This design comes from an exercise in tuning for small area, a short achievable clock period and few clock cycles on the open sky130 flow, not from production work.
The RTL was checked by simulation tests, not by an equivalence proof against the original design.
Power is estimated from default activity; no workload was simulated.

run 1:
## adder
module adder(
    input clk,
    input reset,
    input [31:0] a,
    input [31:0] b,
    input available,
    input [4:0] exception_f,
    output [31:0] sum,
    output done
    );
export LEC_CHECK = 0
export ABC_AREA = 1
export CAP_MARGIN = 20
export CORE_MARGIN = 2
export CORE_UTILIZATION = 40
export SETUP_SLACK_MARGIN = 0.85
export SLEW_MARGIN = 20
create_clock -name core_clock -period 4.0 [get_ports {clk}]
standard.sh (not shown) runs the stock make flow with config.mk's settings and CLKGATE_MAP_FILE= SYNTH_SCRIPT=/design/flow/synth_recipe.tcl, a recipe that flattens the netlist after the stock synthesis.
==> flow/flow/run.sh <==
#!/bin/bash
# Standard layout with two changes:
#  - the I/O port buffers are a plain buffer cell instead of the delay cell
#    the resizer picks by default;
#  - clock tree synthesis adds no dummy loads.
export BUFFER_PORTS_ARGS="-buffer_cell sky130_fd_sc_hd__buf_1"
export CTS_ARGS="-sink_clustering_enable -repair_clock_nets -dont_use_dummy_load -buf_list {sky130_fd_sc_hd__clkbuf_4 sky130_fd_sc_hd__clkbuf_8}"
bash standard.sh > standard.log 2>&1
In summary, run 1 completed successfully, with a layout that passed the timing, DRC and antenna checks.
Testbench counts of run 1, summed over its fixed seeds: cycles 6,392.
> inputs changed (run 1 -> run 2)
- swapping 0.85 for 0.7 in SETUP_SLACK_MARGIN
Notes after the runs:
- Status: met2 demand-to-capacity share in global routing parity (run 2, run 1)
- Run 2 vs run 1: minimum period implied by the final worst setup slack up in run 2
- Run 1 and run 2 ended up with roughly the same global-route usage.
- Diff run 1..run 2 | count of endpoints failing hold in the final timing report | unchanged
- Compared with run 1, in run 2 number of cells in the finished layout apart from fillers decreased 1.4%, worst setup margin decreased 15 ps.
- Taking run 1 as the reference point, the share of cell area taken by multi-input logic gates of run 2 rises by 1.6 points.
- Comparing run 1 against run 2, there is no change at all in die height.
- | final hold slack | run 1 vs run 2 | ≈ equal |
- Between run 2 and run 1, it is run 2 whose layout overhead on the synthesized area is lower, by 5.2 points.
Changes in run 3 relative to run 2:
- ABC_AREA no longer set, was 1
- SETUP_SLACK_MARGIN now 0.8, was 0.7
Results
- Netlist area before placement in run 3 vs run 2: down 4.1%
- Global-route layer with the greatest usage: met1 -> run 2, met2 -> run 3
- [compare] base=run 2 new=run 3: worst-case headroom to the max-slew limit now larger; setup slack now smaller; initial antenna violation count essentially unchanged.
- Run 3 packs its core more tightly than run 2.
- Run 3 against run 2: total power rose by about 30%; final instance area shows an increase of about 34%; global-route wire length before repair increased by about 14% relative to the old numbers; core footprint has decreased; data required time at the worst endpoint has increased.

---

Another version of the RTL of adder (not shown whole).
For scale: ~860 cells after synthesis, about 110 I/O pins, about 5100 sq um of cells after synthesis.
==> flow/config.mk <==
export PLATFORM = sky130hd
export DESIGN_NAME = adder
export DESIGN_NICKNAME = adder
export VERILOG_FILES = /design/flow/design.v
export SDC_FILE = /design/flow/constraint.sdc
export NUM_CORES = 4
export LEC_CHECK = 0
export ABC_AREA = 1
export CAP_MARGIN = 20
export CORE_MARGIN = 2
export CORE_UTILIZATION = 40
export SETUP_SLACK_MARGIN = 0.85
export SLEW_MARGIN = 20
==> flow/constraint.sdc <==
create_clock -name core_clock -period 4.0 [get_ports {clk}]
set_input_delay 0.8000 -clock core_clock [delete_from_list [all_inputs] [get_ports {clk}]]
set_output_delay 0.8000 -clock core_clock [all_outputs]
set_load 0.01 [all_outputs]
Scripts as last shown in full above: flow/flow/run.sh
The baseline went through all stages and came out clean.
Testbench counts at the start, summed over its fixed seeds: cycles 6,392.
Next try:
--- a/flow/config.mk
+++ b/flow/config.mk
@@ -12 +12 @@
-export SETUP_SLACK_MARGIN = 0.85
+export SETUP_SLACK_MARGIN = 0.75
Effect: The changed run finished clean; power drops by 2.1%; worst setup slack is worse by 0.064 ns; wire length drops by 5.4%; utilization drops by 2.0 points.

---

== build 61 ==
Another version of the RTL of adder (not shown whole).
Size: roughly 110 I/O pins, ~5100 um2 of cells after synthesis.
==> flow/config.mk <==
export PLATFORM = sky130hd
export DESIGN_NAME = adder
export DESIGN_NICKNAME = adder
export VERILOG_FILES = /design/flow/design.v
export SDC_FILE = /design/flow/constraint.sdc
export NUM_CORES = 4
export LEC_CHECK = 0
export ABC_AREA = 1
export CAP_MARGIN = 20
export CORE_MARGIN = 2
export CORE_UTILIZATION = 40
export CTS_BUF_LIST = sky130_fd_sc_hd__clkbuf_16
export CTS_CLUSTER_DIAMETER = 500
export CTS_CLUSTER_SIZE = 50
export SETUP_SLACK_MARGIN = 0.75
export SLEW_MARGIN = 20
==> flow/constraint.sdc <==
create_clock -name core_clock -period 4.0 [get_ports {clk}]
set_input_delay 0.8000 -clock core_clock [delete_from_list [all_inputs] [get_ports {clk}]]
set_output_delay 0.8000 -clock core_clock [all_outputs]
set_load 0.01 [all_outputs]
==> flow/flow/run.sh <==
#!/bin/bash
# Standard layout, with the I/O port buffers made from a plain buffer cell
# instead of the delay cell the resizer picks by default.
export BUFFER_PORTS_ARGS="-buffer_cell sky130_fd_sc_hd__buf_1"
bash standard.sh > standard.log 2>&1
Testbench counts of build 61, summed over its fixed seeds: cycles 6,392.
For build 39, these inputs were changed with respect to build 61:
- clearing CTS_CLUSTER_SIZE, which used to be 50
- clearing CTS_CLUSTER_DIAMETER, which used to be 500
- swapping sky130_fd_sc_hd__clkbuf_16 for sky130_fd_sc_hd__clkbuf_4 sky130_fd_sc_hd__clkbuf_8 in CTS_BUF_LIST
## What came out
Going from build 61 to build 39, logic gate share of total power increased by 3.0 points relative to the old numbers, power decreased by about 5% relative to the old numbers, number of clock buffer instances in the layout closely matched the old numbers, final critical-path required period decreased by 11 ps relative to the old numbers. Detailed-route wire length of build 39 exceeds that of build 61 slightly. Compared with build 61, in build 39 worst hold slack went down; flip-flop and latch count after synthesis stayed essentially flat. Build 39 | stages: all done | timing, DRC, antenna: all pass.

---

adder again, from the RTL that the note above started with.
==> flow/config.mk <==
export PLATFORM = sky130hd
export DESIGN_NAME = adder
export DESIGN_NICKNAME = adder
export VERILOG_FILES = /design/flow/design.v
export SDC_FILE = /design/flow/constraint.sdc
export NUM_CORES = 4
export LEC_CHECK = 0
export ABC_AREA = 1
export CAP_MARGIN = 20
export CORE_MARGIN = 2
export CORE_UTILIZATION = 40
export SETUP_SLACK_MARGIN = 0.75
export SLEW_MARGIN = 20
==> flow/constraint.sdc <==
create_clock -name core_clock -period 4.0 [get_ports {clk}]
set_input_delay 0.8000 -clock core_clock [delete_from_list [all_inputs] [get_ports {clk}]]
set_output_delay 0.8000 -clock core_clock [all_outputs]
set_load 0.01 [all_outputs]
==> flow/flow/run.sh <==
#!/bin/bash
# Standard layout with two changes:
#  - the I/O port buffers are a plain buffer cell instead of the delay cell
#    the resizer picks by default;
#  - clock tree synthesis adds no dummy loads.
export BUFFER_PORTS_ARGS="-buffer_cell sky130_fd_sc_hd__buf_1"
export CTS_ARGS="-sink_clustering_enable -sink_clustering_size 64 -sink_clustering_max_diameter 1000 -repair_clock_nets -dont_use_dummy_load -root_buf sky130_fd_sc_hd__clkbuf_16 -buf_list {sky130_fd_sc_hd__clkbuf_16}"
bash standard.sh > standard.log 2>&1
The starting point finished with timing, DRC and antenna clean.
Testbench counts at the start, summed over its fixed seeds: cycles 6,392.
Edit:
==> flow/flow/run.sh (replaced) <==
#!/bin/bash
# Standard layout with two changes:
#  - the I/O port buffers are a plain buffer cell instead of the delay cell
#    the resizer picks by default;
#  - clock tree synthesis adds no dummy loads.
export BUFFER_PORTS_ARGS="-buffer_cell sky130_fd_sc_hd__buf_1"
export CTS_ARGS="-sink_clustering_enable -repair_clock_nets -dont_use_dummy_load -buf_list {sky130_fd_sc_hd__clkbuf_4 sky130_fd_sc_hd__clkbuf_8}"
bash standard.sh > standard.log 2>&1
Result: Hold slack gets worse by 26 ps. Clock power goes down by 32%. Via count goes down by 0.91%. Final area goes down by 3.8%. Total power goes down by 7.4%. Worst setup slack gets better by 63 ps. Final cell count stays flat. Combinational power goes down by about 3%. Routed wire length goes down by 3.5%. Sequential power hardly moves. First-iteration DRC count goes up by 3.6%.
Edit:
- TNS_END_PERCENT: default -> 30
After rerunning: Clock-buffer cell count is unchanged. Total power is about the same. Worst setup slack is worse by 6.5 ps. Final area barely changes. Die area is unchanged. Area after synthesis is unchanged.

---

tundra:
adder with an RTL version that a note above also has.
For scale: ~5100 sq um of cells after synthesis.
==> flow/design.v (excerpt) <==
module adder(
    input clk,
    input reset,
    input [31:0] a,
    input [31:0] b,
    input available,
    input [4:0] exception_f,
    output [31:0] sum,
    output done
    );
clock: 4.0 ns
lec_check: 0
abc_area: 1
cap_margin: 20
core_margin: 2
core_utilization: 40
setup_slack_margin: 0.8
slew_margin: 20
==> flow/flow/run.sh <==
#!/bin/bash
# Standard layout with two changes:
#  - the I/O port buffers are a plain buffer cell instead of the delay cell
#    the resizer picks by default;
#  - clock tree synthesis adds no dummy loads.
export BUFFER_PORTS_ARGS="-buffer_cell sky130_fd_sc_hd__buf_1"
export CTS_ARGS="-sink_clustering_enable -repair_clock_nets -dont_use_dummy_load -buf_list {sky130_fd_sc_hd__clkbuf_4 sky130_fd_sc_hd__clkbuf_8}"
bash standard.sh > standard.log 2>&1
Testbench counts of tundra, summed over its fixed seeds: cycles 6,392.
For violet, these inputs were changed with respect to tundra:
Settings: SETUP_SLACK_MARGIN changed from 0.8 to 0.75.
Against tundra, detailed-route wire length in violet fell slightly.
On total power, the higher figure sits with tundra, not violet.
violet reports a higher final period utilization than tundra does.
Cmp violet and tundra / share of power burned in the clock network / lower: tundra
In terms of combinational power, violet and tundra differ only marginally.
Final period demand of the worst path: violet > tundra
Compared with tundra, violet shows register area that has gone down slightly.
Diff tundra -> violet: share of total power in combinational logic closely matched the old numbers; final-layout worst hold slack closely matched the old numbers; met1 layer usage reported by global route closely matched the old numbers.
For cedar, these inputs were changed with respect to violet:
Settings: SETUP_SLACK_MARGIN changed from 0.75 to 0.9.
Findings:
In summary, cedar completed successfully, with a layout that passed the timing, DRC and antenna checks. The number of signal-net buffers in the layout of cedar exceeds that of violet by 16. Delta (cedar minus violet): global-route wire length before repair went up by 0.31%; power share of the combinational group went up. [compare] base=violet new=cedar: critical path depth shows an increase of 1; global-route usage ~0 delta; final worst hold slack has remained practically unchanged; area of combinational cells with multiple inputs increased 2.8%.

---

Setup of oak:
RTL: one of the versions met above, not the one the previous note started from.
For scale: ~49 flip-flops, ~110 I/O pins, about 0.0051 mm2 of cells after synthesis.
export LEC_CHECK = 0
export ABC_AREA = 1
export CAP_MARGIN = 20
export CORE_MARGIN = 2
export CORE_UTILIZATION = 40
export CTS_BUF_LIST = sky130_fd_sc_hd__clkbuf_4 sky130_fd_sc_hd__clkbuf_8
export SETUP_SLACK_MARGIN = 0.75
export SLEW_MARGIN = 20
create_clock -name core_clock -period 4.0 [get_ports {clk}]
Scripts as last shown in full above: flow/flow/run.sh
Testbench counts of oak, summed over its fixed seeds: cycles 6,392.
--- input diff oak..pine ---
- GPL_TIMING_DRIVEN: unset -> 0
- CTS_BUF_LIST: sky130_fd_sc_hd__clkbuf_4 sky130_fd_sc_hd__clkbuf_8 -> unset
==> comparison <==
pine completed every stage of the flow, and the final layout passed the timing, DRC and antenna checks. Clock network fraction of design power in pine is 0.8 points lower than in oak. Against oak, final period demand of the worst path in pine came out worse. Setup WNS oak -> pine: worse. Diff oak -> pine: routed wire length up 1700 um, final standard cell area without fillers shows an increase of about 5%, number of standard cells in the final layout excluding fillers went up 2.7%, sum of met3 wire segment lengths after detailed routing now sits higher. Relative to oak, synthesis-to-layout area growth has gone up in pine. On total cell area at the placement stage: pine sits above oak. Utilization after layout: pine > oak. The higher number of non-clock inverters in the layout of pine and oak is in oak.
Edits applied to the flow inputs when going from pine to birch:
- GPL_TIMING_DRIVEN no longer set, was 0
diff --git a/flow/flow/run.sh b/flow/flow/run.sh
--- a/flow/flow/run.sh
+++ b/flow/flow/run.sh
@@ -2 +2 @@
-# Standard layout with two changes:
+# Standard layout with three changes:
@@ -5 +5,4 @@
-#  - clock tree synthesis adds no dummy loads.
+#  - clock tree synthesis adds no dummy loads;
+#  - synthesis is standard.sh's, except that ABC maps the logic with
+#    flow/abc.script (ABC does not touch the registers).
+set -e
@@ -7,0 +11,3 @@
+export FLOW_ABC_SCRIPT=$PWD/flow/abc.script
+sed "s#SYNTH_SCRIPT=[^ ]*#SYNTH_SCRIPT=$PWD/flow/synth_wrap.tcl#" standard.sh > own_synth.sh
+bash own_synth.sh synth > synth.log 2>&1
==> flow/flow/abc.script (new file) <==
strash
dch
map
topo
stime -c
buffer -c
upsize -c
dnsize -c
==> flow/flow/synth_wrap.tcl (new file) <==
# synth_recipe.tcl with one change: ABC maps with the script named by
# FLOW_ABC_SCRIPT (flow/abc.script) instead of the flow default.
proc synth {args} { yosys synth -nofsm -noshare {*}$args }
# run ABC with the script named by FLOW_ABC_SCRIPT instead of the flow's own
proc abc {args} {
  set i [lsearch -exact $args -script]
  if {$i >= 0 && [info exists ::env(FLOW_ABC_SCRIPT)]} {
    set args [lreplace $args [expr {$i + 1}] [expr {$i + 1}] $::env(FLOW_ABC_SCRIPT)]
  }
  yosys abc {*}$args
}
source $::env(SCRIPTS_DIR)/synth.tcl
# left out here: clear keep_hierarchy, flatten, clean up, hide names made inside functions, write 1_2_yosys.v
Findings:
Re net switching share of the total power: birch and pine aren't equal, and the higher value belongs to birch.
Delta (birch minus pine): final cell count fell by 89, via count rose by 120, non-clock buffer count fell by 28, number of distinct library cell variants in the gate-level netlist after synthesis rose by 15.
The inputs of maple differ from those of birch as listed below.
- swapping 0.75 for 0.9 in SETUP_SLACK_MARGIN
==> flow/flow/run.sh <==
#!/bin/bash
# Standard layout with two changes:
#  - the I/O port buffers are a plain buffer cell instead of the delay cell
#    the resizer picks by default;
#  - clock tree synthesis adds no dummy loads.
export BUFFER_PORTS_ARGS="-buffer_cell sky130_fd_sc_hd__buf_1"
export CTS_ARGS="-sink_clustering_enable -repair_clock_nets -dont_use_dummy_load -buf_list {sky130_fd_sc_hd__clkbuf_4 sky130_fd_sc_hd__clkbuf_8}"
bash standard.sh > standard.log 2>&1
removed: flow/flow/abc.script
removed: flow/flow/synth_wrap.tcl
Findings:
- maple vs birch: logic gate share of total power down in maple
- Count of inverters other than clock inverters in the layout, birch and maple, lower one = birch.
- birch reports its start point of the critical path as g[0]$_DFF_P_ while maple reports p[1]$_DFF_P_.
- The die used by maple is smaller than the one used by birch.
- Leakage power of the design (maple vs. birch) increases by more than 10%
- Between birch and maple, placer congestion estimate is lower for maple, birch comes in above that.
- Total number of nets in the final design of maple exceeds that of birch by a few percent.
- Going from birch to maple, total number of sequential cells has remained practically unchanged; post-layout worst setup margin now larger; gate count after technology mapping has increased.

---

Setup of build 4:
Another version of the RTL of adder (not shown whole).
Size in the first run: roughly 930 cells after synthesis, ~49 flip-flops, about 110 I/O pins, ~0.0054 mm² of cells after synthesis.
clock: 4.0 ns
lec_check: 0
abc_area: 1
cap_margin: 20
core_margin: 2
core_utilization: 40
cts_buf_list: sky130_fd_sc_hd__clkbuf_4 sky130_fd_sc_hd__clkbuf_8
place_density: 0.8
setup_slack_margin: 0.75
slew_margin: 20
==> flow/flow/run.sh <==
#!/bin/bash
# Standard layout, with the I/O port buffers made from a plain buffer cell
# instead of the delay cell the resizer picks by default.
export BUFFER_PORTS_ARGS="-buffer_cell sky130_fd_sc_hd__buf_1"
bash standard.sh > standard.log 2>&1
Testbench counts of build 4, summed over its fixed seeds: cycles 6,392.
What build 30 does differently from build 4 at the input level:
Settings: PLACE_DENSITY removed (was 0.8); CTS_BUF_LIST removed (was sky130_fd_sc_hd__clkbuf_4 sky130_fd_sc_hd__clkbuf_8).
==> flow/flow/run.sh <==
#!/bin/bash
# Standard layout with two changes:
#  - the I/O port buffers are a plain buffer cell instead of the delay cell
#    the resizer picks by default;
#  - clock tree synthesis adds no dummy loads.
export BUFFER_PORTS_ARGS="-buffer_cell sky130_fd_sc_hd__buf_1"
export CTS_ARGS="-sink_clustering_enable -repair_clock_nets -dont_use_dummy_load -buf_list {sky130_fd_sc_hd__clkbuf_4 sky130_fd_sc_hd__clkbuf_8}"
bash standard.sh > standard.log 2>&1
==> run summary <==
Build 30 completed; timing, DRC and antenna clean. When build 30 is set beside build 4, its multi-input logic area turns out to be 0.58% larger. Looking at clock buffer and inverter area fraction after layout, build 30 sits 0.83 points lower than build 4 does. Compared build 4 against build 30; delay contributed by the slowest stage of the critical path within noise. Relative to build 4, worst slack after detailed placement decreased by 0.18 ns in build 30. Between build 30 and build 4, it is build 30 whose number of cells on the critical path is higher, by 1. Of build 30 and build 4, build 4 shows the higher final area, with build 30 below it. Comparing build 30 and build 4, fraction of met1 tracks used by global routing is lower on build 4. Mean number of vias per cell, build 30 and build 4, higher one = build 4. Diff build 30 and build 4: clock network fraction of total power lower in build 30. In the tables for build 30 and build 4, total track usage reads lower with build 4.
## Diff of input files: build 29 against build 30
Settings: CTS_BUF_LIST: unset -> sky130_fd_sc_hd__clkbuf_4 sky130_fd_sc_hd__clkbuf_8.
==> flow/flow/run.sh <==
#!/bin/bash
# Standard layout, with the I/O port buffers made from a plain buffer cell
# instead of the delay cell the resizer picks by default.
export BUFFER_PORTS_ARGS="-buffer_cell sky130_fd_sc_hd__buf_1"
bash standard.sh > standard.log 2>&1
Findings:
Between build 30 and build 29, the difference in count of vias placed by the detailed router is negligible. Summary of build 29 over build 30: share of layout cells above drive strength 1 moved up, clock group share of total power moved up, via count of the first global-routing pass level, post-place instance area level, clock-buffer cell count moved up. Post-CTS setup-driven buffer insertion count came out exactly the same in build 30 and build 29. Total clock network power up 45% in build 29 wrt build 30.

## what the ideal ports hide
The results above use ideal ports. As a check the final layouts listed here were re-extracted and re-timed, cells and wires unchanged.
Step 1 assumes that a clkbuf_16 drives the clock port and a buf_2 every other input.
Step 2 moves the port delays by t, midway between the first and last clock arrival at a register: inputs arrive t later, outputs are due t later. That takes back most of the time a late clock gives input paths.
a / b / c = ideal ports / drivers / drivers and shift; a / b = the first two.
run	shift t [ns]	slack for setup (ns)	pins driven straight from the clock port
run 1	0.307	0.928 / 0.900 / 0.744	1
run 2	0.311	0.912 / 0.884 / 0.706	1
run 3	0.308	0.400 / 0.384 / 0.076	1
the first run of note 2	0.311	0.952 / 0.923 / 0.770	1
the second run of note 2	0.311	0.888 / 0.859 / 0.732	1
build 61	0.314	0.860 / 0.825 / 0.747	1
build 39	0.320	0.870 / 0.840 / 0.711	1
the first run of note 4	0.308	0.802 / 0.768 / 0.756	1
the second run of note 4	0.319	0.865 / 0.836 / 0.707	1
the third run of note 4	0.314	0.859 / 0.829 / 0.707	1
tundra	0.308	0.977 / 0.948 / 0.757	1
violet	0.310	0.896 / 0.874 / 0.744	1
cedar	0.310	0.960 / 0.932 / 0.780	1
oak	0.319	0.865 / 0.836 / 0.707	1
pine	0.306	0.809 / 0.781 / 0.739	1
birch	0.309	0.767 / 0.739 / 0.595	1
maple	0.321	0.864 / 0.834 / 0.782	1
build 4	0.315	0.873 / 0.848 / 0.678	1
build 30	0.309	0.930 / 0.904 / 0.633	1
build 29	0.315	0.929 / 0.903 / 0.619	1
After both steps every run listed still meets setup and hold. For run 3, which loses most, drivers alone change the setup slack by -0.016 ns; drivers and shift together by -0.324 ns.
